What follows belongs to an exercise in optimizing a design on an open flow for small area; a production flow would make more cautious choices. No run shown here included a check of the RTL's function; only the layout flow was run. Power and IR drop assume default switching activity.

==> design/flow/design.v <==
module CRC32_D8(
	input	wire							sys_clk,
	input	wire	[7:0]					data,
	input	wire							crc_start,
	input	wire							crc_en,
	output	reg		[31:0]					crc_q,
	output	wire	[31:0]					crc_nx
);
	wire	[7:0]							d = { data[0], data[1], data[2], data[3], data[4], data[5], data[6], data[7] };
	wire	[31:0]							c = crc_start ? 32'hffff_ffff : crc_q;
assign crc_nx[0] = d[6] ^ d[0] ^ c[24] ^ c[30];
assign crc_nx[1] = d[7] ^ d[6] ^ d[1] ^ d[0] ^ c[24] ^ c[25] ^ c[30] ^ c[31];
assign crc_nx[2] = d[7] ^ d[6] ^ d[2] ^ d[1] ^ d[0] ^ c[24] ^ c[25] ^ c[26] ^ c[30] ^ c[31];
assign crc_nx[3] = d[7] ^ d[3] ^ d[2] ^ d[1] ^ c[25] ^ c[26] ^ c[27] ^ c[31];
assign crc_nx[4] = d[6] ^ d[4] ^ d[3] ^ d[2] ^ d[0] ^ c[24] ^ c[26] ^ c[27] ^ c[28] ^ c[30];
assign crc_nx[5] = d[7] ^ d[6] ^ d[5] ^ d[4] ^ d[3] ^ d[1] ^ d[0] ^ c[24] ^ c[25] ^ c[27] ^ c[28] ^ c[29] ^ c[30] ^ c[31];
assign crc_nx[6] = d[7] ^ d[6] ^ d[5] ^ d[4] ^ d[2] ^ d[1] ^ c[25] ^ c[26] ^ c[28] ^ c[29] ^ c[30] ^ c[31];
assign crc_nx[7] = d[7] ^ d[5] ^ d[3] ^ d[2] ^ d[0] ^ c[24] ^ c[26] ^ c[27] ^ c[29] ^ c[31];
assign crc_nx[8] = d[4] ^ d[3] ^ d[1] ^ d[0] ^ c[0] ^ c[24] ^ c[25] ^ c[27] ^ c[28];
assign crc_nx[9] = d[5] ^ d[4] ^ d[2] ^ d[1] ^ c[1] ^ c[25] ^ c[26] ^ c[28] ^ c[29];
assign crc_nx[10] = d[5] ^ d[3] ^ d[2] ^ d[0] ^ c[2] ^ c[24] ^ c[26] ^ c[27] ^ c[29];
assign crc_nx[11] = d[4] ^ d[3] ^ d[1] ^ d[0] ^ c[3] ^ c[24] ^ c[25] ^ c[27] ^ c[28];
assign crc_nx[12] = d[6] ^ d[5] ^ d[4] ^ d[2] ^ d[1] ^ d[0] ^ c[4] ^ c[24] ^ c[25] ^ c[26] ^ c[28] ^ c[29] ^ c[30];
assign crc_nx[13] = d[7] ^ d[6] ^ d[5] ^ d[3] ^ d[2] ^ d[1] ^ c[5] ^ c[25] ^ c[26] ^ c[27] ^ c[29] ^ c[30] ^ c[31];
assign crc_nx[14] = d[7] ^ d[6] ^ d[4] ^ d[3] ^ d[2] ^ c[6] ^ c[26] ^ c[27] ^ c[28] ^ c[30] ^ c[31];
assign crc_nx[15] = d[7] ^ d[5] ^ d[4] ^ d[3] ^ c[7] ^ c[27] ^ c[28] ^ c[29] ^ c[31];
assign crc_nx[16] = d[5] ^ d[4] ^ d[0] ^ c[8] ^ c[24] ^ c[28] ^ c[29];
assign crc_nx[17] = d[6] ^ d[5] ^ d[1] ^ c[9] ^ c[25] ^ c[29] ^ c[30];
assign crc_nx[18] = d[7] ^ d[6] ^ d[2] ^ c[10] ^ c[26] ^ c[30] ^ c[31];
assign crc_nx[19] = d[7] ^ d[3] ^ c[11] ^ c[27] ^ c[31];
assign crc_nx[20] = d[4] ^ c[12] ^ c[28];
assign crc_nx[21] = d[5] ^ c[13] ^ c[29];
assign crc_nx[22] = d[0] ^ c[14] ^ c[24];
assign crc_nx[23] = d[6] ^ d[1] ^ d[0] ^ c[15] ^ c[24] ^ c[25] ^ c[30];
assign crc_nx[24] = d[7] ^ d[2] ^ d[1] ^ c[16] ^ c[25] ^ c[26] ^ c[31];
assign crc_nx[25] = d[3] ^ d[2] ^ c[17] ^ c[26] ^ c[27];
assign crc_nx[26] = d[6] ^ d[4] ^ d[3] ^ d[0] ^ c[18] ^ c[24] ^ c[27] ^ c[28] ^ c[30];
assign crc_nx[27] = d[7] ^ d[5] ^ d[4] ^ d[1] ^ c[19] ^ c[25] ^ c[28] ^ c[29] ^ c[31];
assign crc_nx[28] = d[6] ^ d[5] ^ d[2] ^ c[20] ^ c[26] ^ c[29] ^ c[30];
assign crc_nx[29] = d[7] ^ d[6] ^ d[3] ^ c[21] ^ c[27] ^ c[30] ^ c[31];
assign crc_nx[30] = d[7] ^ d[4] ^ c[22] ^ c[28] ^ c[31];
assign crc_nx[31] = d[5] ^ c[23] ^ c[29];
always @ ( posedge sys_clk ) begin
	if ( crc_en ) begin
		crc_q <= crc_nx;
	end
end
endmodule
module	rmii2gmii (
	input	wire						sys_rst_n,
	input	wire						rmii_clk,
	input	wire						rmii_rxdv,
	input	wire	[1:0]				rmii_rxdata,
	output	reg							rmii_txen,
	output	wire	[1:0]				rmii_txdata,
	output	wire						rmii_rst,
	output	reg							gmii_rxdv,
	output	reg		[7:0]				gmii_rxdata,
	input	wire						gmii_txen,
	input	wire	[7:0]				gmii_txdata,
	output	wire						gmii_txbusy,
	output	wire	[1:0]				tx_phase
);
	reg									rmii_true_rxdv;
	reg		[1:0]						rmii_true_rxdata;
	reg		[1:0]						rx_data_cnt;
	reg		[1:0]						tx_data_cnt;
	reg		[7:0]						tx_data_r;
	wire								force0	= rmii_rxdv && !rmii_true_rxdv;
	wire								tx_go	= gmii_txen && !gmii_txbusy;
assign		rmii_rst		= 1'b1;
assign		gmii_txbusy		= |tx_data_cnt;
assign		tx_phase		= tx_data_cnt;
always @ ( posedge rmii_clk or negedge sys_rst_n ) begin
	if ( !sys_rst_n ) begin
		rmii_true_rxdv <= 1'b0;
	end else if ( !rmii_rxdv ) begin
		rmii_true_rxdv <= 1'b0;
	end else if ( rmii_rxdata != 2'b0 ) begin
		rmii_true_rxdv <= 1'b1;
	end
end
always @ ( posedge rmii_clk ) begin
	rmii_true_rxdata <= rmii_rxdata;
end
always @ ( posedge rmii_clk or negedge sys_rst_n ) begin
	if ( !sys_rst_n ) begin
		rx_data_cnt <= 2'd0;
	end else if ( rmii_true_rxdv ) begin
		rx_data_cnt <= rx_data_cnt + 2'd1;
	end
end
always @ ( posedge rmii_clk or negedge sys_rst_n ) begin
	if ( !sys_rst_n ) begin
		gmii_rxdv <= 1'b0;
	end else begin
		gmii_rxdv <= force0 || ( rx_data_cnt == 2'd3 );
	end
end
always @ ( posedge rmii_clk or negedge sys_rst_n ) begin
	if ( !sys_rst_n ) begin
		gmii_rxdata <= 8'h0;
	end else if ( force0 ) begin
		gmii_rxdata <= 8'h0;
	end else begin
		case ( rx_data_cnt )
			2'd0: gmii_rxdata[1:0] <= rmii_true_rxdata;
			2'd1: gmii_rxdata[3:2] <= rmii_true_rxdata;
			2'd2: gmii_rxdata[5:4] <= rmii_true_rxdata;
			2'd3: gmii_rxdata[7:6] <= rmii_true_rxdata;
		endcase
	end
end
always @ ( posedge rmii_clk or negedge sys_rst_n ) begin
	if ( !sys_rst_n ) begin
		tx_data_cnt <= 2'd0;
	end else if ( tx_go ) begin
		tx_data_cnt <= 2'd1;
	end else if ( gmii_txbusy ) begin
		tx_data_cnt <= tx_data_cnt + 2'd1;
	end
end
always @ ( posedge rmii_clk or negedge sys_rst_n ) begin
	if ( !sys_rst_n ) begin
		rmii_txen <= 1'b0;
	end else if ( !gmii_txbusy ) begin
		rmii_txen <= gmii_txen;
	end
end
always @ ( posedge rmii_clk or negedge sys_rst_n ) begin
	if ( !sys_rst_n ) begin
		tx_data_r <= 8'h0;
	end else if ( tx_go ) begin
		tx_data_r <= gmii_txdata;
	end
end
assign	rmii_txdata	=	( tx_data_cnt == 2'd1 ) ? tx_data_r[1:0] :
						( tx_data_cnt == 2'd2 ) ? tx_data_r[3:2] :
						( tx_data_cnt == 2'd3 ) ? tx_data_r[5:4] : tx_data_r[7:6];
endmodule
module eth_arp_gmii (
	input	wire							sys_clk,
	input	wire							sys_rst_n,
	input	wire							gmii_rxdv,
	input	wire	[7:0]					gmii_rxdata,
	input	wire							gmii_txbusy,
	output	reg		[7:0]					gmii_txdata,
	output	reg								arp_working
);
	parameter		BOARD_MAC_ADDR			= 48'h00_11_22_33_44_55;
	parameter		BOARD_IP_ADDR			= 32'hA9_FE_01_17;
	localparam		IDLE		= 4'd0,
					SFD			= 4'd1,
					MAC_DES		= 4'd2,
					MAC_SRC		= 4'd3,
					TYPE		= 4'd4,
					ARP_TYPE	= 4'd5,
					ARP_OPCODE	= 4'd6,
					ARP_SRC_MAC	= 4'd7,
					ARP_SRC_IP	= 4'd8,
					ARP_DES_MAC	= 4'd9,
					ARP_DES_IP	= 4'd10,
					ARP_FILL	= 4'd11,
					CRC			= 4'd12;
	localparam	[47:0]	ARP_HEAD	= 48'h0001_0800_0604;
	reg		[3:0]							rx_state;
	reg		[3:0]							rx_next;
	reg		[4:0]							rx_cnt;
	reg										m1;						 
	reg										arp_req;				 
	reg										crc_last;				 
	reg										arp_req_true;
	reg										arp_resp;
	reg		[47:0]							mac_src;
	reg		[31:0]							ip_src;
	wire									rxdv = gmii_rxdv;
	wire	[7:0]							rxd = gmii_rxdata;
	wire									rx_cnt_first = ( rx_cnt == 5'd0 );
	reg		[7:0]							mac_byte;
	reg		[7:0]							head_byte;
	reg		[7:0]							ip_byte;
always @ ( * ) begin
	case ( rx_cnt[2:0] )
		3'd0: begin mac_byte = BOARD_MAC_ADDR[47:40]; head_byte = ARP_HEAD[47:40]; end
		3'd1: begin mac_byte = BOARD_MAC_ADDR[39:32]; head_byte = ARP_HEAD[39:32]; end
		3'd2: begin mac_byte = BOARD_MAC_ADDR[31:24]; head_byte = ARP_HEAD[31:24]; end
		3'd3: begin mac_byte = BOARD_MAC_ADDR[23:16]; head_byte = ARP_HEAD[23:16]; end
		3'd4: begin mac_byte = BOARD_MAC_ADDR[15:8];  head_byte = ARP_HEAD[15:8];  end
		default: begin mac_byte = BOARD_MAC_ADDR[7:0]; head_byte = ARP_HEAD[7:0];  end
	endcase
	case ( rx_cnt[1:0] )
		2'd0: ip_byte = BOARD_IP_ADDR[31:24];
		2'd1: ip_byte = BOARD_IP_ADDR[23:16];
		2'd2: ip_byte = BOARD_IP_ADDR[15:8];
		default: ip_byte = BOARD_IP_ADDR[7:0];
	endcase
end
always @ ( * ) begin
	rx_next = rx_state;
	case ( rx_state )
		IDLE:			if ( rx_cnt == 5'd6 && rxdv && rxd == 8'h55 ) rx_next = SFD;
		SFD:			if ( rxdv ) rx_next = ( rxd == 8'hD5 ) ? MAC_DES : IDLE;
		MAC_DES:		if ( rx_cnt == 5'd6 ) rx_next = ( m1 || arp_req ) ? MAC_SRC : IDLE;
		MAC_SRC:		if ( rx_cnt == 5'd5 && rxdv ) rx_next = TYPE;
		TYPE:			if ( rx_cnt[0] && rxdv ) rx_next = ( m1 && rxd == 8'h06 ) ? ARP_TYPE : IDLE;
		ARP_TYPE:		if ( rx_cnt == 5'd6 ) rx_next = m1 ? ARP_OPCODE : IDLE;
		ARP_OPCODE:		if ( rx_cnt[0] && rxdv ) rx_next = ( m1 && rxd == 8'h01 ) ? ARP_SRC_MAC : IDLE;
		ARP_SRC_MAC:	if ( rx_cnt == 5'd5 && rxdv ) rx_next = ARP_SRC_IP;
		ARP_SRC_IP:		if ( rx_cnt == 5'd3 && rxdv ) rx_next = ARP_DES_MAC;
		ARP_DES_MAC:	if ( rx_cnt == 5'd5 && rxdv ) rx_next = ARP_DES_IP;
		ARP_DES_IP:		if ( rx_cnt == 5'd3 && rxdv ) rx_next = ARP_FILL;
		ARP_FILL:		if ( rx_cnt == 5'd17 && rxdv ) rx_next = CRC;
		CRC:			if ( rx_cnt == 5'd3 && rxdv ) rx_next = IDLE;
		default:		rx_next = IDLE;
	endcase
end
always @ ( posedge sys_clk or negedge sys_rst_n ) begin
	if ( !sys_rst_n ) begin
		rx_state <= IDLE;
	end else begin
		rx_state <= rx_next;
	end
end
always @ ( posedge sys_clk or negedge sys_rst_n ) begin
	if ( !sys_rst_n ) begin
		rx_cnt <= 5'd0;
	end else if ( rx_next != rx_state ) begin
		rx_cnt <= 5'd0;
	end else if ( rx_state == IDLE && rxdv && rxd != 8'h55 ) begin
		rx_cnt <= 5'd0;
	end else if ( rxdv ) begin
		rx_cnt <= rx_cnt + 5'd1;
	end
end
always @ ( posedge sys_clk ) begin
	if ( rxdv ) begin
		case ( rx_state )
			MAC_DES: begin
				m1 <= ( rx_cnt_first || m1 ) && rxd == 8'hFF;
				arp_req <= ( rx_cnt_first || arp_req ) && rxd == mac_byte;
			end
			TYPE:		m1 <= rxd == 8'h08;
			ARP_TYPE:	m1 <= ( rx_cnt_first || m1 ) && rxd == head_byte;
			ARP_OPCODE:	m1 <= rxd == 8'h00;
			ARP_DES_IP:	arp_req <= ( rx_cnt_first || arp_req ) && rxd == ip_byte;
			default: ;
		endcase
	end
end
always @ ( posedge sys_clk ) begin
	if ( rx_state == MAC_SRC && rxdv ) begin
		mac_src <= { mac_src[39:0], rxd };
	end
	if ( rx_state == ARP_SRC_IP && rxdv ) begin
		ip_src <= { ip_src[23:0], rxd };
	end
end
	wire	[31:0]							rx_crc_q;
	wire	[31:0]							rx_crc_nx;
CRC32_D8									u1_rx_CRC32_D8 (
	.sys_clk								( sys_clk		),
	.data									( rxd			),
	.crc_start								( rx_state == MAC_DES && rx_cnt_first && rxdv ),
	.crc_en									( rx_state != IDLE && rx_state != SFD && rxdv ),
	.crc_q									( rx_crc_q		),
	.crc_nx									( rx_crc_nx		)
);
always @ ( posedge sys_clk or negedge sys_rst_n ) begin
	if ( !sys_rst_n ) begin
		crc_last <= 1'b0;
		arp_req_true <= 1'b0;
		arp_resp <= 1'b0;
	end else begin
		crc_last <= rx_state == CRC && rx_cnt == 5'd3 && rxdv && arp_req;
		arp_req_true <= crc_last && rx_crc_q == 32'hC704_DD7B;
		arp_resp <= arp_req_true;
	end
end
	reg		[3:0]							tx_state;
	reg		[3:0]							tx_next;
	reg		[4:0]							tx_cnt;
	reg		[47:0]							tx_des_mac;
	reg		[31:0]							tx_des_ip;
	wire									tx_go = arp_working && !gmii_txbusy;
always @ ( * ) begin
	tx_next = tx_state;
	case ( tx_state )
		IDLE:			if ( arp_resp ) tx_next = SFD;
		SFD:			if ( tx_cnt == 5'd7 && tx_go ) tx_next = MAC_DES;
		MAC_DES:		if ( tx_cnt == 5'd5 && tx_go ) tx_next = MAC_SRC;
		MAC_SRC:		if ( tx_cnt == 5'd5 && tx_go ) tx_next = TYPE;
		TYPE:			if ( tx_cnt[0] && tx_go ) tx_next = ARP_TYPE;
		ARP_TYPE:		if ( tx_cnt == 5'd5 && tx_go ) tx_next = ARP_OPCODE;
		ARP_OPCODE:		if ( tx_cnt[0] && tx_go ) tx_next = ARP_SRC_MAC;
		ARP_SRC_MAC:	if ( tx_cnt == 5'd5 && tx_go ) tx_next = ARP_SRC_IP;
		ARP_SRC_IP:		if ( tx_cnt == 5'd3 && tx_go ) tx_next = ARP_DES_MAC;
		ARP_DES_MAC:	if ( tx_cnt == 5'd5 && tx_go ) tx_next = ARP_DES_IP;
		ARP_DES_IP:		if ( tx_cnt == 5'd3 && tx_go ) tx_next = ARP_FILL;
		ARP_FILL:		if ( tx_cnt == 5'd17 && tx_go ) tx_next = CRC;
		CRC:			if ( tx_cnt == 5'd3 && tx_go ) tx_next = IDLE;
		default:		tx_next = IDLE;
	endcase
end
always @ ( posedge sys_clk or negedge sys_rst_n ) begin
	if ( !sys_rst_n ) begin
		tx_state <= IDLE;
		arp_working <= 1'b0;
	end else begin
		tx_state <= tx_next;
		arp_working <= tx_state != IDLE;
	end
end
always @ ( posedge sys_clk or negedge sys_rst_n ) begin
	if ( !sys_rst_n ) begin
		tx_cnt <= 5'd0;
	end else if ( tx_next != tx_state ) begin
		tx_cnt <= 5'd0;
	end else if ( tx_go ) begin
		tx_cnt <= tx_cnt + 5'd1;
	end
end
always @ ( posedge sys_clk ) begin
	if ( arp_resp ) begin
		tx_des_mac <= mac_src;
		tx_des_ip <= ip_src;
	end
end
	wire	[31:0]							tx_crc_q;
	wire	[31:0]							tx_crc_nx;
CRC32_D8									u2_tx_CRC32_D8 (
	.sys_clk								( sys_clk		),
	.data									( gmii_txdata	),
	.crc_start								( tx_state == MAC_DES && tx_cnt == 5'd0 && tx_go ),
	.crc_en									( tx_state != IDLE && tx_state != SFD && tx_state != CRC && tx_go ),
	.crc_q									( tx_crc_q		),
	.crc_nx									( tx_crc_nx		)
);
	reg		[7:0]							tx_byte;
always @ ( * ) begin
	tx_byte = 8'h00;
	case ( tx_state )
		SFD:			tx_byte = tx_cnt[0] ? tx_des_mac[47:40] : 8'hD5;
		MAC_DES: begin
			case ( tx_cnt[2:0] )
				3'd0: tx_byte = tx_des_mac[39:32];
				3'd1: tx_byte = tx_des_mac[31:24];
				3'd2: tx_byte = tx_des_mac[23:16];
				3'd3: tx_byte = tx_des_mac[15:8];
				3'd4: tx_byte = tx_des_mac[7:0];
				default: tx_byte = BOARD_MAC_ADDR[47:40];
			endcase
		end
		MAC_SRC, ARP_SRC_MAC: begin
			case ( tx_cnt[2:0] )
				3'd0: tx_byte = BOARD_MAC_ADDR[39:32];
				3'd1: tx_byte = BOARD_MAC_ADDR[31:24];
				3'd2: tx_byte = BOARD_MAC_ADDR[23:16];
				3'd3: tx_byte = BOARD_MAC_ADDR[15:8];
				3'd4: tx_byte = BOARD_MAC_ADDR[7:0];
				default: tx_byte = ( tx_state == MAC_SRC ) ? 8'h08 : BOARD_IP_ADDR[31:24];
			endcase
		end
		TYPE:			tx_byte = tx_cnt[0] ? 8'h00 : 8'h06;
		ARP_TYPE: begin
			case ( tx_cnt[2:0] )
				3'd0: tx_byte = 8'h01;
				3'd1: tx_byte = 8'h08;
				3'd2: tx_byte = 8'h00;
				3'd3: tx_byte = 8'h06;
				3'd4: tx_byte = 8'h04;
				default: tx_byte = 8'h00;
			endcase
		end
		ARP_OPCODE:		tx_byte = tx_cnt[0] ? BOARD_MAC_ADDR[47:40] : 8'h02;
		ARP_SRC_IP: begin
			case ( tx_cnt[1:0] )
				2'd0: tx_byte = BOARD_IP_ADDR[23:16];
				2'd1: tx_byte = BOARD_IP_ADDR[15:8];
				2'd2: tx_byte = BOARD_IP_ADDR[7:0];
				default: tx_byte = tx_des_mac[47:40];
			endcase
		end
		ARP_DES_MAC: begin
			case ( tx_cnt[2:0] )
				3'd0: tx_byte = tx_des_mac[39:32];
				3'd1: tx_byte = tx_des_mac[31:24];
				3'd2: tx_byte = tx_des_mac[23:16];
				3'd3: tx_byte = tx_des_mac[15:8];
				3'd4: tx_byte = tx_des_mac[7:0];
				default: tx_byte = tx_des_ip[31:24];
			endcase
		end
		ARP_DES_IP: begin
			case ( tx_cnt[1:0] )
				2'd0: tx_byte = tx_des_ip[23:16];
				2'd1: tx_byte = tx_des_ip[15:8];
				2'd2: tx_byte = tx_des_ip[7:0];
				default: tx_byte = 8'h00;
			endcase
		end
		ARP_FILL:		tx_byte = ~{ tx_crc_nx[24], tx_crc_nx[25], tx_crc_nx[26], tx_crc_nx[27], tx_crc_nx[28], tx_crc_nx[29], tx_crc_nx[30], tx_crc_nx[31] };
		CRC: begin
			case ( tx_cnt[1:0] )
				2'd0: tx_byte = ~{ tx_crc_q[16], tx_crc_q[17], tx_crc_q[18], tx_crc_q[19], tx_crc_q[20], tx_crc_q[21], tx_crc_q[22], tx_crc_q[23] };
				2'd1: tx_byte = ~{ tx_crc_q[8], tx_crc_q[9], tx_crc_q[10], tx_crc_q[11], tx_crc_q[12], tx_crc_q[13], tx_crc_q[14], tx_crc_q[15] };
				2'd2: tx_byte = ~{ tx_crc_q[0], tx_crc_q[1], tx_crc_q[2], tx_crc_q[3], tx_crc_q[4], tx_crc_q[5], tx_crc_q[6], tx_crc_q[7] };
				default: tx_byte = 8'h00;
			endcase
		end
		default: ;
	endcase
end
	wire									tx_load = tx_go && ( tx_state == SFD ? tx_cnt[2:1] == 2'b11 :
														 tx_state == ARP_FILL ? tx_cnt == 5'd17 : 1'b1 );
always @ ( posedge sys_clk or negedge sys_rst_n ) begin
	if ( !sys_rst_n ) begin
		gmii_txdata <= 8'h0;
	end else if ( tx_state == IDLE ) begin
		gmii_txdata <= arp_resp ? 8'h55 : 8'h00;
	end else if ( tx_load ) begin
		gmii_txdata <= tx_byte;
	end
end
endmodule
module udp_gmii_rx (
	input	wire							sys_clk,
	input	wire							sys_rst_n,
	input	wire							gmii_rxdv,
	input	wire	[7:0]					gmii_rxdata,
	output	reg								udp_rxstart,
	output	reg								udp_rxend,
	output	reg								udp_rxdv,
	output	reg		[7:0]					udp_rxdata,
	output	reg		[15:0]					udp_rxamount,
	output	reg		[15:0]					udp_rxnum,
	output	reg		[47:0]					pc_mac_addr,
	output	reg		[31:0]					pc_ip_addr,
	output	reg		[15:0]					pc_port
);
	parameter		BOARD_MAC_ADDR			= 48'h00_11_22_33_44_55;
	parameter		BOARD_IP_ADDR			= 32'hA9_FE_01_17;
	localparam		IDLE		= 5'd0,
					SFD			= 5'd1,
					MAC_ADDR	= 5'd2,
					TYPE		= 5'd3,
					IP_TYPE		= 5'd4,
					IP_LEN		= 5'd5,
					IP_ID		= 5'd6,
					IP_SPLIT	= 5'd7,
					IP_TTL		= 5'd8,
					IP_PROTOCOL	= 5'd9,
					IP_CHECK	= 5'd10,
					IP_ADDR		= 5'd11,
					IP_FILL		= 5'd12,
					UDP_PORT	= 5'd13,
					UDP_LEN		= 5'd14,
					UDP_CHECK	= 5'd15,
					DATA		= 5'd16,
					CRC			= 5'd17;
	reg		[4:0]							state;
	reg		[4:0]							next;
	reg		[3:0]							cnt;				 
	reg		[5:0]							cnt_network;
	reg		[15:0]							cnt_data;
	reg										m;					 
	reg		[47:0]							src_mac;
	reg		[31:0]							src_ip;
	reg		[15:0]							port_len;			 
	reg		[3:0]							ihl;
	reg		[15:0]							ip_len;
	reg										mf;
	reg										udp_continue;
	wire									rxdv = gmii_rxdv;
	wire	[7:0]							rxd = gmii_rxdata;
	wire	[5:0]							ip_header_len = { ihl, 2'b00 };
	wire	[15:0]							data_len = ip_len - ip_header_len;
	wire	[15:0]							data_last = data_len - 16'd1;
	wire									num_ok = ( udp_rxamount >= 16'hFFF8 ) || ( udp_rxnum < udp_rxamount );
	reg		[7:0]							mac_byte;
	reg		[7:0]							ip_byte;
always @ ( * ) begin
	case ( cnt[2:0] )
		3'd0: mac_byte = BOARD_MAC_ADDR[47:40];
		3'd1: mac_byte = BOARD_MAC_ADDR[39:32];
		3'd2: mac_byte = BOARD_MAC_ADDR[31:24];
		3'd3: mac_byte = BOARD_MAC_ADDR[23:16];
		3'd4: mac_byte = BOARD_MAC_ADDR[15:8];
		default: mac_byte = BOARD_MAC_ADDR[7:0];
	endcase
	case ( cnt[1:0] )
		2'd0: ip_byte = BOARD_IP_ADDR[31:24];
		2'd1: ip_byte = BOARD_IP_ADDR[23:16];
		2'd2: ip_byte = BOARD_IP_ADDR[15:8];
		default: ip_byte = BOARD_IP_ADDR[7:0];
	endcase
end
always @ ( * ) begin
	next = state;
	case ( state )
		IDLE:			if ( cnt == 4'd6 && rxdv && rxd == 8'h55 ) next = SFD;
		SFD:			if ( rxdv ) next = ( rxd == 8'hD5 ) ? MAC_ADDR : IDLE;
		MAC_ADDR:		if ( cnt == 4'd11 && rxdv ) next = m ? TYPE : IDLE;
		TYPE:			if ( cnt[0] && rxdv ) next = ( m && rxd == 8'h00 ) ? IP_TYPE : IDLE;
		IP_TYPE:		if ( cnt[0] && rxdv ) next = m ? IP_LEN : IDLE;
		IP_LEN:			if ( cnt[0] && rxdv ) next = IP_ID;
		IP_ID:			if ( cnt[0] && rxdv ) next = IP_SPLIT;
		IP_SPLIT:		if ( cnt[0] && rxdv ) next = IP_TTL;
		IP_TTL:			if ( rxdv ) next = IP_PROTOCOL;
		IP_PROTOCOL:	if ( rxdv ) next = ( rxd == 8'd17 ) ? IP_CHECK : IDLE;
		IP_CHECK:		if ( cnt[0] && rxdv ) next = IP_ADDR;
		IP_ADDR:		if ( cnt == 4'd7 && rxdv ) next = !udp_continue ? UDP_PORT : ( cnt_network < ip_header_len - 1 ) ? IP_FILL : DATA;
		IP_FILL:		next = ( cnt_network >= ip_header_len - 1 && rxdv ) ? ( udp_continue ? DATA : UDP_PORT ) : IP_ADDR;
		UDP_PORT:		if ( !m ) next = IDLE; else if ( cnt[1:0] == 2'd3 && rxdv ) next = UDP_LEN;
		UDP_LEN:		if ( cnt[0] && rxdv ) next = UDP_CHECK;
		UDP_CHECK:		if ( cnt[0] && rxdv ) next = DATA;
		DATA:			if ( cnt_data >= data_last && rxdv && cnt_network >= 6'd45 ) next = CRC;
		CRC:			if ( cnt[1:0] == 2'd3 && rxdv ) next = IDLE;
		default:		next = IDLE;
	endcase
end
always @ ( posedge sys_clk or negedge sys_rst_n ) begin
	if ( !sys_rst_n ) begin
		state <= IDLE;
	end else begin
		state <= next;
	end
end
always @ ( posedge sys_clk or negedge sys_rst_n ) begin
	if ( !sys_rst_n ) begin
		cnt <= 4'd0;
	end else if ( next != state ) begin
		cnt <= 4'd0;
	end else if ( state == IDLE && rxdv && rxd != 8'h55 ) begin
		cnt <= 4'd0;
	end else if ( rxdv ) begin
		cnt <= cnt + 4'd1;
	end
end
always @ ( posedge sys_clk or negedge sys_rst_n ) begin
	if ( !sys_rst_n ) begin
		cnt_network <= 6'd0;
	end else if ( state == IDLE || state == SFD || state == MAC_ADDR || state == TYPE || state == CRC ) begin
		cnt_network <= 6'd0;
	end else if ( cnt_network == 6'd63 ) begin
		cnt_network <= 6'd63;
	end else if ( rxdv ) begin
		cnt_network <= cnt_network + 6'd1;
	end
end
always @ ( posedge sys_clk or negedge sys_rst_n ) begin
	if ( !sys_rst_n ) begin
		cnt_data <= 16'd0;
	end else if ( state == DATA || state == UDP_PORT || state == UDP_LEN || state == UDP_CHECK ) begin
		if ( rxdv ) begin
			cnt_data <= cnt_data + 16'd1;
		end
	end else begin
		cnt_data <= 16'd0;
	end
end
always @ ( posedge sys_clk ) begin
	if ( rxdv ) begin
		case ( state )
			MAC_ADDR:	if ( cnt < 4'd6 ) m <= ( cnt == 4'd0 || m ) && rxd == mac_byte;
			TYPE:		m <= rxd == 8'h08;
			IP_TYPE:	m <= rxd[7:4] == 4'h4;
			IP_ADDR:	if ( cnt[2] ) m <= ( cnt[1:0] == 2'd0 || m ) && rxd == ip_byte;
			default: ;
		endcase
	end
end
always @ ( posedge sys_clk ) begin
	if ( rxdv ) begin
		if ( state == MAC_ADDR && cnt >= 4'd6 ) begin
			src_mac <= { src_mac[39:0], rxd };
		end
		if ( state == IP_ADDR && !cnt[2] ) begin
			src_ip <= { src_ip[23:0], rxd };
		end
		if ( ( state == UDP_PORT && !cnt[1] ) || state == UDP_LEN ) begin
			port_len <= { port_len[7:0], rxd };
		end
		if ( state == IP_TYPE && !cnt[0] ) begin
			ihl <= rxd[3:0];
		end
		if ( state == IP_LEN ) begin
			ip_len <= { ip_len[7:0], rxd };
		end
		if ( state == IP_SPLIT && !cnt[0] ) begin
			mf <= rxd[5];
		end
	end
end
	wire									pc_refresh = state == UDP_LEN && !cnt[0] && rxdv;
always @ ( posedge sys_clk or negedge sys_rst_n ) begin
	if ( !sys_rst_n ) begin
		pc_mac_addr <= 48'h0;
		pc_ip_addr <= 32'h0;
		pc_port <= 16'h0;
	end else if ( pc_refresh ) begin
		pc_mac_addr <= src_mac;
		pc_ip_addr <= src_ip;
		pc_port <= port_len;
	end
end
always @ ( posedge sys_clk or negedge sys_rst_n ) begin
	if ( !sys_rst_n ) begin
		udp_rxdata <= 8'h0;
		udp_rxstart <= 1'b0;
		udp_rxend <= 1'b0;
		udp_rxdv <= 1'b0;
		udp_rxamount <= 16'd0;
		udp_rxnum <= 16'd0;
		udp_continue <= 1'b0;
	end else begin
		if ( state == DATA ) begin
			udp_rxdata <= rxd;
		end
		udp_rxstart <= !udp_continue && state == DATA && cnt_data == 16'd8 && rxdv;
		udp_rxend <= !mf && state == DATA && cnt_data == data_last && rxdv;
		udp_rxdv <= state == DATA && rxdv && num_ok;
		if ( state == UDP_CHECK ) begin
			udp_rxamount <= port_len - 16'd8;
		end
		if ( udp_rxstart ) begin
			udp_rxnum <= 16'd1;
		end else if ( state == CRC && !num_ok ) begin
			udp_rxnum <= 16'd0;
		end else if ( state == DATA && rxdv && num_ok ) begin
			udp_rxnum <= udp_rxnum + 16'd1;
		end
		if ( state == CRC ) begin
			udp_continue <= mf;
		end
	end
end
endmodule
module udp_gmii_tx(
	input	wire							sys_clk,
	input	wire							sys_rst_n,
	input	wire							gmii_txbusy,
	output	wire							gmii_txen,
	output	reg		[7:0]					gmii_txdata,
	input	wire							udp_txstart,
	input	wire	[15:0]					udp_txamount,
	input	wire	[7:0]					udp_txdata,
	output	wire							udp_txreq,
	output	reg								udp_txbusy,
	input	wire	[47:0]					pc_mac_addr,
	input	wire	[31:0]					pc_ip_addr,
	input	wire	[15:0]					pc_port
);
	parameter		BOARD_MAC_ADDR			= 48'h00_11_22_33_44_55;
	parameter		BOARD_IP_ADDR			= 32'hA9_FE_01_17;
	localparam		IDLE		= 5'd0,
					HEAD		= 5'd1,
					MAC_ADDR	= 5'd2,
					TYPE		= 5'd3,
					IP_TYPE		= 5'd4,
					IP_LEN		= 5'd5,
					IP_ID		= 5'd6,
					IP_SPLIT	= 5'd7,
					IP_TTL		= 5'd8,
					IP_PROTOCOL	= 5'd9,
					IP_CHECK	= 5'd10,
					IP_ADDR		= 5'd11,
					UDP_PORT	= 5'd12,
					UDP_LEN		= 5'd13,
					UDP_CHECK	= 5'd14,
					DATA		= 5'd15,
					CRC			= 5'd16,
					WAIT		= 5'd17;
	reg		[4:0]							state;
	reg		[4:0]							next;
	reg		[10:0]							cnt;				 
	reg		[15:0]							ip_id;
	reg		[15:0]							ip_checksum;
	reg		[15:0]							udp_rest;
	reg										udp_continue;
	reg										mf;
	reg		[12:0]							offset;
	wire									go = gmii_txen && !gmii_txbusy;
	wire									start = udp_txstart && !udp_txbusy;
	wire									rest_big = udp_rest > 16'd1480;
	wire	[15:0]							data_len = ( udp_rest >= 16'd26 && udp_rest <= 16'd1480 ) ? udp_rest :
													( udp_rest < 16'd26 ) ? 16'd26 : 16'd1480;
	wire	[15:0]							ip_data_len = rest_big ? 16'd1500 : udp_rest + 16'd20;
	wire									data_end = cnt >= data_len - 1;
	wire									udp_hdr = state == UDP_PORT || state == UDP_LEN || state == UDP_CHECK;
assign		gmii_txen		=	state != IDLE && state != WAIT;
assign		udp_txreq		=	( ( state == IP_ADDR && cnt[2:0] == 3'd7 && udp_continue ) || ( state == UDP_CHECK && cnt[0] ) ||
								  ( state == DATA && cnt < udp_rest - 1 && cnt < 'd1479 ) ) && go;
always @ ( * ) begin
	next = state;
	case ( state )
		IDLE:			if ( start || udp_continue ) next = HEAD;
		HEAD:			if ( cnt[2:0] == 3'd7 && go ) next = MAC_ADDR;
		MAC_ADDR:		if ( cnt[3:0] == 4'd11 && go ) next = TYPE;
		TYPE:			if ( cnt[0] && go ) next = IP_TYPE;
		IP_TYPE:		if ( cnt[0] && go ) next = IP_LEN;
		IP_LEN:			if ( cnt[0] && go ) next = IP_ID;
		IP_ID:			if ( cnt[0] && go ) next = IP_SPLIT;
		IP_SPLIT:		if ( cnt[0] && go ) next = IP_TTL;
		IP_TTL:			if ( go ) next = IP_PROTOCOL;
		IP_PROTOCOL:	if ( go ) next = IP_CHECK;
		IP_CHECK:		if ( cnt[0] && go ) next = IP_ADDR;
		IP_ADDR:		if ( cnt[2:0] == 3'd7 && go ) next = udp_continue ? DATA : UDP_PORT;
		UDP_PORT:		if ( cnt[1:0] == 2'd3 && go ) next = UDP_LEN;
		UDP_LEN:		if ( cnt[0] && go ) next = UDP_CHECK;
		UDP_CHECK:		if ( cnt[0] && go ) next = DATA;
		DATA:			if ( data_end && go ) next = CRC;
		CRC:			if ( cnt[1:0] == 2'd3 && go ) next = WAIT;
		WAIT:			if ( cnt[4:0] == 5'd31 ) next = IDLE;
		default:		next = IDLE;
	endcase
end
always @ ( posedge sys_clk or negedge sys_rst_n ) begin
	if ( !sys_rst_n ) begin
		state <= IDLE;
	end else begin
		state <= next;
	end
end
always @ ( posedge sys_clk or negedge sys_rst_n ) begin
	if ( !sys_rst_n ) begin
		cnt <= 11'd0;
	end else if ( next != state && !( udp_hdr && ( next == UDP_LEN || next == UDP_CHECK || next == DATA ) ) ) begin
		cnt <= 11'd0;
	end else if ( go || state == WAIT ) begin
		cnt <= cnt + 11'd1;
	end
end
always @ ( posedge sys_clk or negedge sys_rst_n ) begin
	if ( !sys_rst_n ) begin
		udp_txbusy <= 1'b0;
		ip_id <= 16'd0;
		udp_continue <= 1'b0;
	end else begin
		if ( udp_txstart ) begin
			udp_txbusy <= 1'b1;
		end else if ( state == IDLE && !udp_continue ) begin
			udp_txbusy <= 1'b0;
		end
		if ( start ) begin
			ip_id <= ip_id + 16'd1;
		end
		if ( state == DATA ) begin
			udp_continue <= rest_big;
		end
	end
end
	wire	[19:0]							sum = 20'h1_3026 + ip_data_len + ip_id + pc_ip_addr[31:16] + pc_ip_addr[15:0];
	wire	[16:0]							sum1 = sum[19:16] + sum[15:0];
always @ ( posedge sys_clk ) begin
	if ( start ) begin
		udp_rest <= udp_txamount + 16'd8;
	end else if ( state == CRC && cnt[1:0] == 2'd0 && go && rest_big ) begin
		udp_rest <= udp_rest - 16'd1480;
	end
	if ( state == TYPE && cnt[0] && go ) begin
		mf <= rest_big;
		offset <= udp_continue ? offset + 13'd185 : 13'd0;
	end
	if ( state == IP_SPLIT && cnt[0] && go ) begin
		ip_checksum <= sum1[15:0] + sum1[16];
	end
end
	wire	[31:0]							crc_q;
	wire	[31:0]							crc_nx;
CRC32_D8									u1_CRC32_D8 (
	.sys_clk								( sys_clk		),
	.data									( gmii_txdata	),
	.crc_start								( state == MAC_ADDR && cnt[3:0] == 4'd0 && go ),
	.crc_en									( state != IDLE && state != HEAD && state != CRC && go ),
	.crc_q									( crc_q			),
	.crc_nx									( crc_nx		)
);
	reg		[7:0]							tx_byte;
always @ ( * ) begin
	tx_byte = 8'h00;
	case ( state )
		HEAD:			tx_byte = cnt[0] ? pc_mac_addr[47:40] : 8'hD5;
		MAC_ADDR: begin
			case ( cnt[3:0] )
				4'd0: tx_byte = pc_mac_addr[39:32];
				4'd1: tx_byte = pc_mac_addr[31:24];
				4'd2: tx_byte = pc_mac_addr[23:16];
				4'd3: tx_byte = pc_mac_addr[15:8];
				4'd4: tx_byte = pc_mac_addr[7:0];
				4'd5: tx_byte = BOARD_MAC_ADDR[47:40];
				4'd6: tx_byte = BOARD_MAC_ADDR[39:32];
				4'd7: tx_byte = BOARD_MAC_ADDR[31:24];
				4'd8: tx_byte = BOARD_MAC_ADDR[23:16];
				4'd9: tx_byte = BOARD_MAC_ADDR[15:8];
				4'd10: tx_byte = BOARD_MAC_ADDR[7:0];
				default: tx_byte = 8'h08;
			endcase
		end
		TYPE:			tx_byte = cnt[0] ? 8'h45 : 8'h00;
		IP_TYPE:		tx_byte = cnt[0] ? ip_data_len[15:8] : 8'h00;
		IP_LEN:			tx_byte = cnt[0] ? ip_id[15:8] : ip_data_len[7:0];
		IP_ID:			tx_byte = cnt[0] ? { 2'b00, mf, offset[12:8] } : ip_id[7:0];
		IP_SPLIT:		tx_byte = cnt[0] ? 8'h40 : offset[7:0];
		IP_TTL:			tx_byte = 8'd17;
		IP_PROTOCOL:	tx_byte = ~ip_checksum[15:8];
		IP_CHECK:		tx_byte = cnt[0] ? BOARD_IP_ADDR[31:24] : ~ip_checksum[7:0];
		IP_ADDR: begin
			case ( cnt[2:0] )
				3'd0: tx_byte = BOARD_IP_ADDR[23:16];
				3'd1: tx_byte = BOARD_IP_ADDR[15:8];
				3'd2: tx_byte = BOARD_IP_ADDR[7:0];
				3'd3: tx_byte = pc_ip_addr[31:24];
				3'd4: tx_byte = pc_ip_addr[23:16];
				3'd5: tx_byte = pc_ip_addr[15:8];
				3'd6: tx_byte = pc_ip_addr[7:0];
				default: tx_byte = udp_continue ? udp_txdata : pc_port[15:8];
			endcase
		end
		UDP_PORT: begin
			case ( cnt[1:0] )
				2'd0: tx_byte = pc_port[7:0];
				2'd1: tx_byte = pc_port[15:8];
				2'd2: tx_byte = pc_port[7:0];
				default: tx_byte = udp_rest[15:8];
			endcase
		end
		UDP_LEN:		tx_byte = cnt[0] ? 8'h00 : udp_rest[7:0];
		UDP_CHECK:		tx_byte = cnt[0] ? udp_txdata : 8'h00;
		DATA:			tx_byte = data_end ? ~{ crc_nx[24], crc_nx[25], crc_nx[26], crc_nx[27], crc_nx[28], crc_nx[29], crc_nx[30], crc_nx[31] } : udp_txdata;
		CRC: begin
			case ( cnt[1:0] )
				2'd0: tx_byte = ~{ crc_q[16], crc_q[17], crc_q[18], crc_q[19], crc_q[20], crc_q[21], crc_q[22], crc_q[23] };
				2'd1: tx_byte = ~{ crc_q[8], crc_q[9], crc_q[10], crc_q[11], crc_q[12], crc_q[13], crc_q[14], crc_q[15] };
				2'd2: tx_byte = ~{ crc_q[0], crc_q[1], crc_q[2], crc_q[3], crc_q[4], crc_q[5], crc_q[6], crc_q[7] };
				default: tx_byte = 8'h00;
			endcase
		end
		default: ;
	endcase
end
	wire									tx_load = go && ( state != HEAD || cnt[2:1] == 2'b11 );
always @ ( posedge sys_clk or negedge sys_rst_n ) begin
	if ( !sys_rst_n ) begin
		gmii_txdata <= 8'h0;
	end else if ( state == IDLE ) begin
		gmii_txdata <= ( udp_txstart || udp_continue ) ? 8'h55 : 8'h00;
	end else if ( state == WAIT ) begin
		gmii_txdata <= 8'h00;
	end else if ( tx_load ) begin
		gmii_txdata <= tx_byte;
	end
end
endmodule
module eth_rmii(
	input	wire						sys_rst_n,
	input	wire						rmii_clk,
	input	wire						rmii_rxdv,
	input	wire	[1:0]				rmii_rxdata,
	output	wire						rmii_txen,
	output	wire	[1:0]				rmii_txdata,
	output	wire						rmii_rst,
	output	wire						udp_rxstart,
	output	wire						udp_rxend,
	output	wire						udp_rxdv,
	output	wire	[7:0]				udp_rxdata,
	output	wire	[15:0]				udp_rxamount,
	output	wire	[15:0]				udp_rxnum,
	input	wire						udp_txstart,
	input	wire	[15:0]				udp_txamount,
	input	wire	[7:0]				udp_txdata,
	output	wire						udp_txreq,
	output	wire						udp_txbusy
);
	wire								gmii_rxdv;
	wire	[7:0]						gmii_rxdata;
	wire								gmii_txen;
	wire	[7:0]						gmii_txdata;
	wire								gmii_txbusy;
	wire	[1:0]						tx_phase;
	wire	[7:0]						arp_gmii_txdata;
	wire								arp_working;
	wire								udp_gmii_txen;
	wire	[7:0]						udp_gmii_txdata;
	wire	[47:0]						pc_mac_addr;
	wire	[31:0]						pc_ip_addr;
	wire	[15:0]						pc_port;
rmii2gmii								u1_rmii2gmii (
	.sys_rst_n							( sys_rst_n			),
	.rmii_clk							( rmii_clk			),
	.rmii_rxdv							( rmii_rxdv			),
	.rmii_rxdata						( rmii_rxdata		),
	.rmii_txen							( rmii_txen			),
	.rmii_txdata						( rmii_txdata		),
	.rmii_rst							( rmii_rst			),
	.gmii_rxdv							( gmii_rxdv			),
	.gmii_rxdata						( gmii_rxdata		),
	.gmii_txen							( gmii_txen			),
	.gmii_txdata						( gmii_txdata		),
	.gmii_txbusy						( gmii_txbusy		),
	.tx_phase							( tx_phase			)
);
eth_arp_gmii							u2_eth_arp_gmii (
	.sys_clk							( rmii_clk			),
	.sys_rst_n							( sys_rst_n			),
	.gmii_rxdv							( gmii_rxdv			),
	.gmii_rxdata						( gmii_rxdata		),
	.gmii_txbusy						( gmii_txbusy		),
	.gmii_txdata						( arp_gmii_txdata	),
	.arp_working						( arp_working		)
);
udp_gmii_rx								u3_udp_gmii_rx (
	.sys_clk							( rmii_clk			),
	.sys_rst_n							( sys_rst_n			),
	.gmii_rxdv							( gmii_rxdv			),
	.gmii_rxdata						( gmii_rxdata		),
	.udp_rxstart						( udp_rxstart		),
	.udp_rxend							( udp_rxend			),
	.udp_rxdv							( udp_rxdv			),
	.udp_rxdata							( udp_rxdata		),
	.udp_rxamount						( udp_rxamount		),
	.udp_rxnum							( udp_rxnum			),
	.pc_mac_addr						( pc_mac_addr		),
	.pc_ip_addr							( pc_ip_addr		),
	.pc_port							( pc_port			)
);
udp_gmii_tx								u4_udp_gmii_tx (
	.sys_clk							( rmii_clk			),
	.sys_rst_n							( sys_rst_n			),
	.gmii_txbusy						( gmii_txbusy		),
	.gmii_txen							( udp_gmii_txen		),
	.gmii_txdata						( udp_gmii_txdata	),
	.udp_txstart						( udp_txstart		),
	.udp_txamount						( udp_txamount		),
	.udp_txdata							( udp_txdata		),
	.udp_txreq							( udp_txreq			),
	.udp_txbusy							( udp_txbusy		),
	.pc_mac_addr						( pc_mac_addr		),
	.pc_ip_addr							( pc_ip_addr		),
	.pc_port							( pc_port			)
);
assign		gmii_txdata		=	arp_working ? arp_gmii_txdata :
								udp_txbusy ? udp_gmii_txdata : 8'h0;
assign		gmii_txen		=	arp_working || ( udp_txbusy && udp_gmii_txen );
endmodule
==> design/flow/run.sh <==
#!/bin/bash
# synth_recipe.tcl (not shown) runs the flow's synth.tcl, then flattens the netlist and writes it again
# the make line also repeats each setting of config.mk as NAME=value (left out here)
make -C /OpenROAD-flow-scripts/flow DESIGN_CONFIG=/design/flow/config.mk WORK_HOME=/design/flow/orfs CLKGATE_MAP_FILE= SYNTH_SCRIPT=/design/flow/synth_recipe.tcl finish
==> design/flow/config.mk <==
export PLATFORM = sky130hd
export DESIGN_NAME = eth_rmii
export DESIGN_NICKNAME = eth_rmii
export VERILOG_FILES = /design/flow/design.v
export SDC_FILE = /design/flow/constraint.sdc
export NUM_CORES = 4
export LEC_CHECK = 0
export CAP_MARGIN = 20
export CORE_MARGIN = 2
export CORE_UTILIZATION = 40
export SLEW_MARGIN = 20
==> design/flow/constraint.sdc <==
create_clock -name core_clock -period 10.0 [get_ports {rmii_clk}]
set_input_delay 2.0000 -clock core_clock [delete_from_list [all_inputs] [get_ports {rmii_clk}]]
set_output_delay 2.0000 -clock core_clock [all_outputs]
set_load 0.01 [all_outputs]
==> results of run 1 <==
metrics by stage:
stage                     hold slack (ps)  instances  power (W)
after floorplan                       331       3809    0.00399
after global placement                339       5034    0.00428
after detailed placement              352       5034    0.00429
after CTS                             368       5184    0.00746
after global routing                  379       5192    0.00767
final                                 366       5192    0.00738
layout by cell type, fill, tap and decap left out, drive strengths merged, types with 16 or more instances in the layout:
master and instances:
buf 61, a21o 34, a211oi 25, clkbuf 109, a22oi 49, nor3 83, a221oi 18, xnor2 399
nand2b 35, xor2 174, nor2 273, or2 16, nor2b 32, nor4 41, clkdlybuf4s50 76, fa 33
nand4 45, and2 36, dfrtp 266, mux2 105, nand2 288, clkinv 26, nand3 95, a21oi 183
o22ai 20, mux2i 33, a222oi 30, o31ai 16, o21ai 177, ha 145, o21a 25, edfxtp 422
inv 214, o211ai 23, and3 37, or3 33
synthesized netlist by cell type (9+ instances only):
library cell,n,share of area
inv_1,207,0.019
xor2_1,174,0.038
mux2i_1,33,0.0082
edfxtp_1,422,0.32
nand3b_1,9,0.0017
a21boi_0,9,0.0017
nand2b_1,35,0.0055
o211ai_1,22,0.0041
a221oi_1,18,0.0039
a22oi_1,48,0.0090
or3_1,33,0.0051
a211oi_1,22,0.0041
and3_1,37,0.0058
nor4_1,39,0.0061
nor2b_1,32,0.0050
a222oi_1,30,0.0075
fa_1,33,0.016
ha_1,145,0.045
and2_1,34,0.0053
o22ai_1,19,0.0030
nor3b_1,9,0.0017
buf_2,9,0.0011
nor3_1,81,0.010
clkbuf_1,165,0.015
a2111oi_0,12,0.0026
a21o_1,34,0.0064
buf_1,24,0.0022
nand3_1,95,0.012
or4_1,10,0.0019
xnor2_1,398,0.087
o31ai_1,16,0.0030
dfrtp_1,266,0.17
nand2_1,288,0.027
nor2_1,273,0.026
o21a_1,25,0.0047
a21oi_1,183,0.023
or2_2,15,0.0023
nand4_1,45,0.0070
a22o_1,11,0.0024
mux2_2,105,0.029
o21ai_0,175,0.022
a31oi_1,13,0.0020
worst min path at each step:
stage | endpoint | slack, ps | startpoint
5_1_grt | u2_eth_arp_gmii.arp_resp | 380 | u2_eth_arp_gmii.arp_req_true
3_5_place_dp | u2_eth_arp_gmii.arp_resp | 350 | u2_eth_arp_gmii.arp_req_true
4_1_cts | u2_eth_arp_gmii.arp_resp | 370 | u2_eth_arp_gmii.arp_req_true
2_1_floorplan | u2_eth_arp_gmii.arp_resp | 330 | u2_eth_arp_gmii.arp_req_true
6_report | u2_eth_arp_gmii.arp_resp | 370 | u2_eth_arp_gmii.arp_req_true
3_3_place_gp | u2_eth_arp_gmii.arp_resp | 340 | u2_eth_arp_gmii.arp_req_true
critical path: cells and delay by family, from the launching register on:
family,cells,cell delay (ps)
adder cells (fa/ha/maj),7,2440
AO/OA/AOI/OAI,15,3260
flip-flops,1,630
buffers and inverters,4,240
AND/OR/NAND/NOR,12,2450
XOR/XNOR,1,150
cell type report:
type                    instances  area [um2]
fillers                      9381       54700
flip-flops and latches        690       19400
multi-input cells            2704       19300
clock buffers                 109        2290
well taps                    1298        1620
repair buffers                137        1240
inverters                     213         803
clock inverters                41         579
logic make-up after synthesis:
logic type               Yosys count  share of synthesized area
buffers and inverters            415                     0.0396
adder cells (fa/ha/maj)          178                     0.0616
multiplexers                     138                     0.0377
flip-flops                       690                      0.482
AO/OA/AOI/OAI                    735                      0.122
XOR/XNOR                         574                      0.126
AND/OR/NAND/NOR                 1071                      0.130
other                              2                   0.000187
routing by layer:
layer  track usage  up-vias  wire length [um]
li1              -    13618                 -
met1         0.304    14403             51100
met2         0.328      857             49200
met3        0.0398      135              7160
met4        0.0579        0              2630
met5             0        -                 0
flip-flops by register name, indices dropped and copies added, names as in the netlist, 32 cells and up:
register	count
u2_eth_arp_gmii.mac_src	48
u2_eth_arp_gmii.tx_des_mac	48
u3_udp_gmii_rx.pc_mac_addr	48
u3_udp_gmii_rx.src_mac	48
u2_eth_arp_gmii.ip_src	32
u2_eth_arp_gmii.tx_des_ip	32
u2_eth_arp_gmii.u1_rx_CRC32_D8.crc_q	32
u2_eth_arp_gmii.u2_tx_CRC32_D8.crc_q	32
u3_udp_gmii_rx.pc_ip_addr	32
u3_udp_gmii_rx.src_ip	32
u4_udp_gmii_tx.u1_CRC32_D8.crc_q	32
power by group through the flow:
stage	logic [W]	clock network (W)	registers, W
after floorplan	0.000771	0	0.00322
after global placement	0.00105	0	0.00323
after detailed placement	0.00106	0	0.00323
after CTS	0.00107	0.00322	0.00317
after global routing	0.00117	0.00333	0.00317
final	0.00107	0.00314	0.00317
what timing repair did:
| item | in CTS | in global routing |
|---|---|---|
| hold buffers | 0 | 0 |
| setup buffers | 0 | 7 |
| endpoints found under the setup margin | 0 | 5 |
| gates resized for setup | 0 | 3 |
==> impl_metrics.yaml, run 1 <==
run_status:
  status: "timing/DRC/antenna clean"
power_and_ir_drop:
  swShare: 0.262
  ir_drop_mv: 0.113
  comb_power_share: 0.145
  power.density_nw_per_um2: 163
  p_int_w: 0.00545
  p_clk_frac: 0.426
  p_seq_frac: 0.429
  power_leakage_nw: 17.4
  p_sw_w: 0.00193
clock_tree:
  ctsHtreeMaxLevel: 3
  cts_root_buf: "clkbuf_16"
  numClockSinks: 690
  cts_buffers: 80
  cts_buffer_depth: 3
  clk_pin_slew_ps: 70
  cts_tree: "built"
  clk_latency_ps: 650
layout:
  syn2layout_area_growth_pct: 12.5
  design_area_um2: 45200
  final_util: 0.453
  final_net_count: 4034
  diodes: 0
  drive_gt1_frac: 0.0914
timing:
  fin_worst_skew_ps: 24.0
  slew_viol_final: 0
  totalNegativeSetupSlack_ps: 0
  timing_hold_violations_final: 0
  rsz0062_at_grt: "false"
  slew_headroom: 0.276
  period_needed_ps: 9450
  worstMarginPinSlew_ps: 1090
  setup_viol: 0
  max_freq_mhz: 106
  period_share: 0.945
  final.setup.worst_slack_ps: 553
critical_path:
  worstPathMaxFanout: 12
  required_ps: 10390
  rr_worst_depth: 39
  worst_setup_path_start_kind: "flip-flop"
  cp_slowest_cell: "edfxtp_1"
  reg2reg_slack_ps: 550
  timing.rr.start: "u4_udp_gmii_tx.udp_rest[7]"
  arrival_ps: 9830
  endpoint: "u4_udp_gmii_tx.ip_checksum[15]"
  end_kind: "flip-flop"
  cp-startpoint: "u4_udp_gmii_tx.udp_rest[7]"
  crit_type: "flip-flop to flip-flop"
  r2r-end: "u4_udp_gmii_tx.ip_checksum[15]"
  cpPeakStageDelay_ps: 630
drt:
  drtPass1Iterations: 6
  route.vias.total: 29013
  route.detailed.drc: 0
  viasPerCell: 5.59
  drt_iter0_markers: 2711
  drt-total-wl_um: 110000
  ant_nets: 0
  avgRoutedWirePerCell_um: 21.2
global_route:
  grt_usage: 0.212
  grt-ovfl-total: 0
  grt_pass1_vias: 28081
  antenna_found_initial: 0
  grt_max_degree: 140
  grt_pass1_wl_um: 170000
logic_synthesis:
  yosysSeqAreaShare: 0.482
  syn_inst: 3803
  synth_cell_types: 102
  yosys_register_bits: 690
  synth_flop_cell: "edfxtp_1"
  synth_edf_count: 422
  postSynthAreaPerCell_um2: 10.6
  syn_area_um2: 40200
  async_reset_ff_frac: 0.386
  yosysWarnings: 5
floorplanning:
  io_pins: 79
  num_rows: 116
  die_area_um2: 103000
  fp.coreArea_um2: 99900
  start_util: 0.402
  die_y_um: 321
  die-width_um: 321
placed_design:
  port_buffers: 77
  dp_hpwl_um: 77100
  dp_slack_ps: 441
  post_dp_cell_area_um2: 42200
  gp_congestion: 0.951
run:
  drv_cap: 0
worst_hold_path:
  holdPathStages: 0
  hold_path_class: "flip-flop to flip-flop"
==> run 2, diff against run 1 <==
--- a/design/flow/config.mk
+++ b/design/flow/config.mk
@@ -8,4 +8,6 @@
 export CAP_MARGIN = 20
 export CORE_MARGIN = 2
 export CORE_UTILIZATION = 40
+export CTS_BUF_LIST = sky130_fd_sc_hd__clkbuf_4
+export CTS_CLUSTER_SIZE = 30
 export SLEW_MARGIN = 20
==> run 2 against run 1 <==
Critical endpoint unchanged. Sequential power about the same. Critical path depth unchanged. Fmax about the same. Setup slack better by 7.4 ps. Worst hold slack worse by 8.0 ps. Highest routed layer is now met5. Area after synthesis unchanged. Die area unchanged. Wire length up 0.70%.
==> impl_metrics.yaml, run 2 <==
run_status:
  status: "timing/DRC/antenna clean"
global_route:
  grt_max_degree: 140
  grt_pass1_wl_um: 172000
  grt_pass1_vias: 29141
  grt-ovfl-total: 0
  grt_usage: 0.214
  antenna_found_initial: 2
layout:
  final_util: 0.449
  design_area_um2: 44800
  final_net_count: 4141
  drive_gt1_frac: 0.128
  final_common_cell: "edfxtp_1"
  layout_common_cells: "422 x edfxtp_1, 398 x xnor2_1, 288 x nand2_1, 274 x clkbuf_4, 268 x nor2_1"
  syn2layout_area_growth_pct: 11.7
critical_path:
  worstPathMaxFanout: 12
  end_kind: "flip-flop"
  required_ps: 10780
  worst_setup_path_start_kind: "flip-flop"
  cp_slowest_cell: "edfxtp_1"
  crit_buf_inv: 4
  rr_worst_depth: 39
  crit_family: "compound AO/OA/AOI/OAI gates"
  r2r-end: "u4_udp_gmii_tx.ip_checksum[15]"
  timing.rr.start: "u4_udp_gmii_tx.udp_rest[7]"
  crit_type: "flip-flop to flip-flop"
  cpPeakStageDelay_ps: 640
  arrival_ps: 10210
  reg2reg_slack_ps: 560
  cp-startpoint: "u4_udp_gmii_tx.udp_rest[7]"
logic_synthesis:
  synthTopCellsByArea: "edfxtp_1 32%, dfrtp_1 17%, xnor2_1 8.7%"
  synth_edf_count: 422
  postSynthAreaPerCell_um2: 10.6
  synth_flop_cell: "edfxtp_1"
  syn_area_um2: 40200
  synth_cell_types: 102
  synth.most_common_cell: "edfxtp_1"
  syn_inst: 3803
  async_reset_ff_frac: 0.386
  yosysWarnings: 5
  synth_top_area_frac: 0.316
  yosys_register_bits: 690
  yosysTopAreaCell: "edfxtp_1"
  yosysSeqAreaShare: 0.482
  synth_commonest_cells: "422 x edfxtp_1, 398 x xnor2_1, 288 x nand2_1"
clock_tree:
  clk_pin_slew_ps: 80
  cts_root_buf: "clkbuf_4"
  numClockSinks: 690
  clk_latency_ps: 1110
  cts_tree: "built"
  cts_buffers: 187
  ctsHtreeMaxLevel: 4
  cts_buffer_depth: 3
power_and_ir_drop:
  p_int_w: 0.00488
  swShare: 0.286
  p_seq_frac: 0.463
  total_power_w: 0.00684
  power_leakage_nw: 17.5
  ir_drop_mv: 0.116
  p_sw_w: 0.00196
  p_clk_frac: 0.381
  comb_power_share: 0.156
  power.density_nw_per_um2: 152
drt:
  route.vias.total: 29731
  drtPass1Iterations: 8
  avgRoutedWirePerCell_um: 20.5
  ant_nets: 0
  route.detailed.drc: 0
  drt_iter0_markers: 2524
  viasPerCell: 5.51
  drt-total-wl_um: 111000
floorplanning:
  start_util: 0.402
  io_pins: 79
  num_rows: 116
  fp.coreArea_um2: 99900
  die_y_um: 321
  die-width_um: 321
  die_area_um2: 103000
timing:
  totalNegativeSetupSlack_ps: 0
  period_share: 0.944
  slew_headroom: 0.278
  worstMarginPinSlew_ps: 1080
  fin_worst_skew_ps: 85.2
  setup_viol: 0
  max_freq_mhz: 106
  rsz0062_at_grt: "false"
  period_needed_ps: 9440
  timing_hold_violations_final: 0
  slew_viol_final: 0
  whs_ps: 359
run:
  drv_cap: 0
placed_design:
  dp_hpwl_um: 77100
  port_buffers: 77
  gp_congestion: 0.951
  post_dp_cell_area_um2: 42200
worst_hold_path:
  hold_end: "u2_eth_arp_gmii.arp_resp"
  hold_start: "u2_eth_arp_gmii.arp_req_true"
  hold_path_class: "flip-flop to flip-flop"
  holdPathStages: 0
-- run 2: cell types whose count changed in the layout (fill, tap and decap cells not counted), moves of 9 or more --
cell | previous run | this run
clkbuf_4 | 0 | 274
clkbuf_16 | 84 | 0
bufinv_16 | 10 | 1
clkbuf_1 | 16 | 0
clkbuf_8 | 9 | 0
clkinv_1 | 9 | 61
-- run 2: area by class of cell --
cell class	count	area, um2
tap	1298	1620
multi-input combinational	2704	19300
fill	9542	55000
clock inverter	82	469
inverter	213	803
clock buffer	274	2060
antenna	1	2.50
sequential	690	19400
timing repair buffer	137	1240
-- run 2: worst max path at each step --
stage | slack, ps | depth (start not counted) | endpoint
after floorplan | 1220 | 42 | u4_udp_gmii_tx.ip_checksum[15]
after global placement | 560 | 40 | u4_udp_gmii_tx.ip_checksum[15]
after detailed placement | 440 | 40 | u4_udp_gmii_tx.ip_checksum[15]
after CTS | 450 | 40 | u4_udp_gmii_tx.ip_checksum[15]
after global routing | 40 | 39 | u4_udp_gmii_tx.ip_checksum[15]
final | 560 | 39 | u4_udp_gmii_tx.ip_checksum[15]
-- run 2: power groups by stage --
| stage | logic, W | clock network (W) | registers (W) |
|---|---|---|---|
| global route | 0.00117 | 0.00285 | 0.00317 |
| floorplan | 0.000771 | 0 | 0.00322 |
| CTS | 0.00107 | 0.00270 | 0.00317 |
| detailed placement | 0.00106 | 0 | 0.00323 |
| global placement | 0.00105 | 0 | 0.00323 |
| finish | 0.00107 | 0.00260 | 0.00317 |
-- run 2: what timing repair did --
item / in CTS / in global routing
endpoints found under the setup margin: 0 / 5
resized for setup: 0 / 3
hold buffers: 0 / 0
buffers inserted: 0 / 7
-- run 2: cells by family after synthesis --
group / after synthesis / share of synthesized area
simple gates: 1071 / 0.130
compound gates: 735 / 0.122
flops: 690 / 0.482
xor+xnor: 574 / 0.126
buf+inv: 415 / 0.0396
fa+ha+maj: 178 / 0.0616
mux: 138 / 0.0377
other cells: 2 / 0.000187
-- run 2: metrics by stage --
stage          setup slack (ps)  std cells
2_1_floorplan              1220       3809
3_3_place_gp                556       5034
3_5_place_dp                441       5034
4_1_cts                     447       5390
5_1_grt                    42.4       5399
6_report                    561       5399
-- run 2: routing by layer --
metal	routed length [um]	part of all wire	global-route usage	up-vias
li1	-	-	-	13955
met5	12	0.00011	0	-
met4	3000	0.027	0.0711	2
met3	7680	0.069	0.0462	200
met2	49400	0.45	0.329	970
met1	50800	0.46	0.301	14604

==> what the ideal ports hide <==
How much do the figures lean on ideal ports? The routed layouts below were timed once more, with nothing changed but the port constraints.
Step 1 (the two cells are an assumption about what drives the block):
set clk [get_ports {rmii_clk}]
set_driving_cell -lib_cell sky130_fd_sc_hd__clkbuf_16 $clk
set_driving_cell -lib_cell sky130_fd_sc_hd__buf_2 [delete_from_list [all_inputs] $clk]
Step 2 times the ports against the registers' clock, not the clock port: input delays grow and output delays shrink by t, the midpoint of the rising clock arrivals with the driver on.
Three values: no drivers, after step 1, after step 2; two values: the first two.
run | t, ns | setup slack, ns | worst register clock-pin slew, ns | worst data-port slew with drivers (ns)
run 1 | 0.704 | 0.553 / 0.553 / 0.553 | 0.07 / 0.07 | 0.05
run 2 | 1.114 | 0.561 / 0.561 / 0.561 | 0.09 / 0.09 | 0.05
After both steps setup and hold are still met in every run listed.
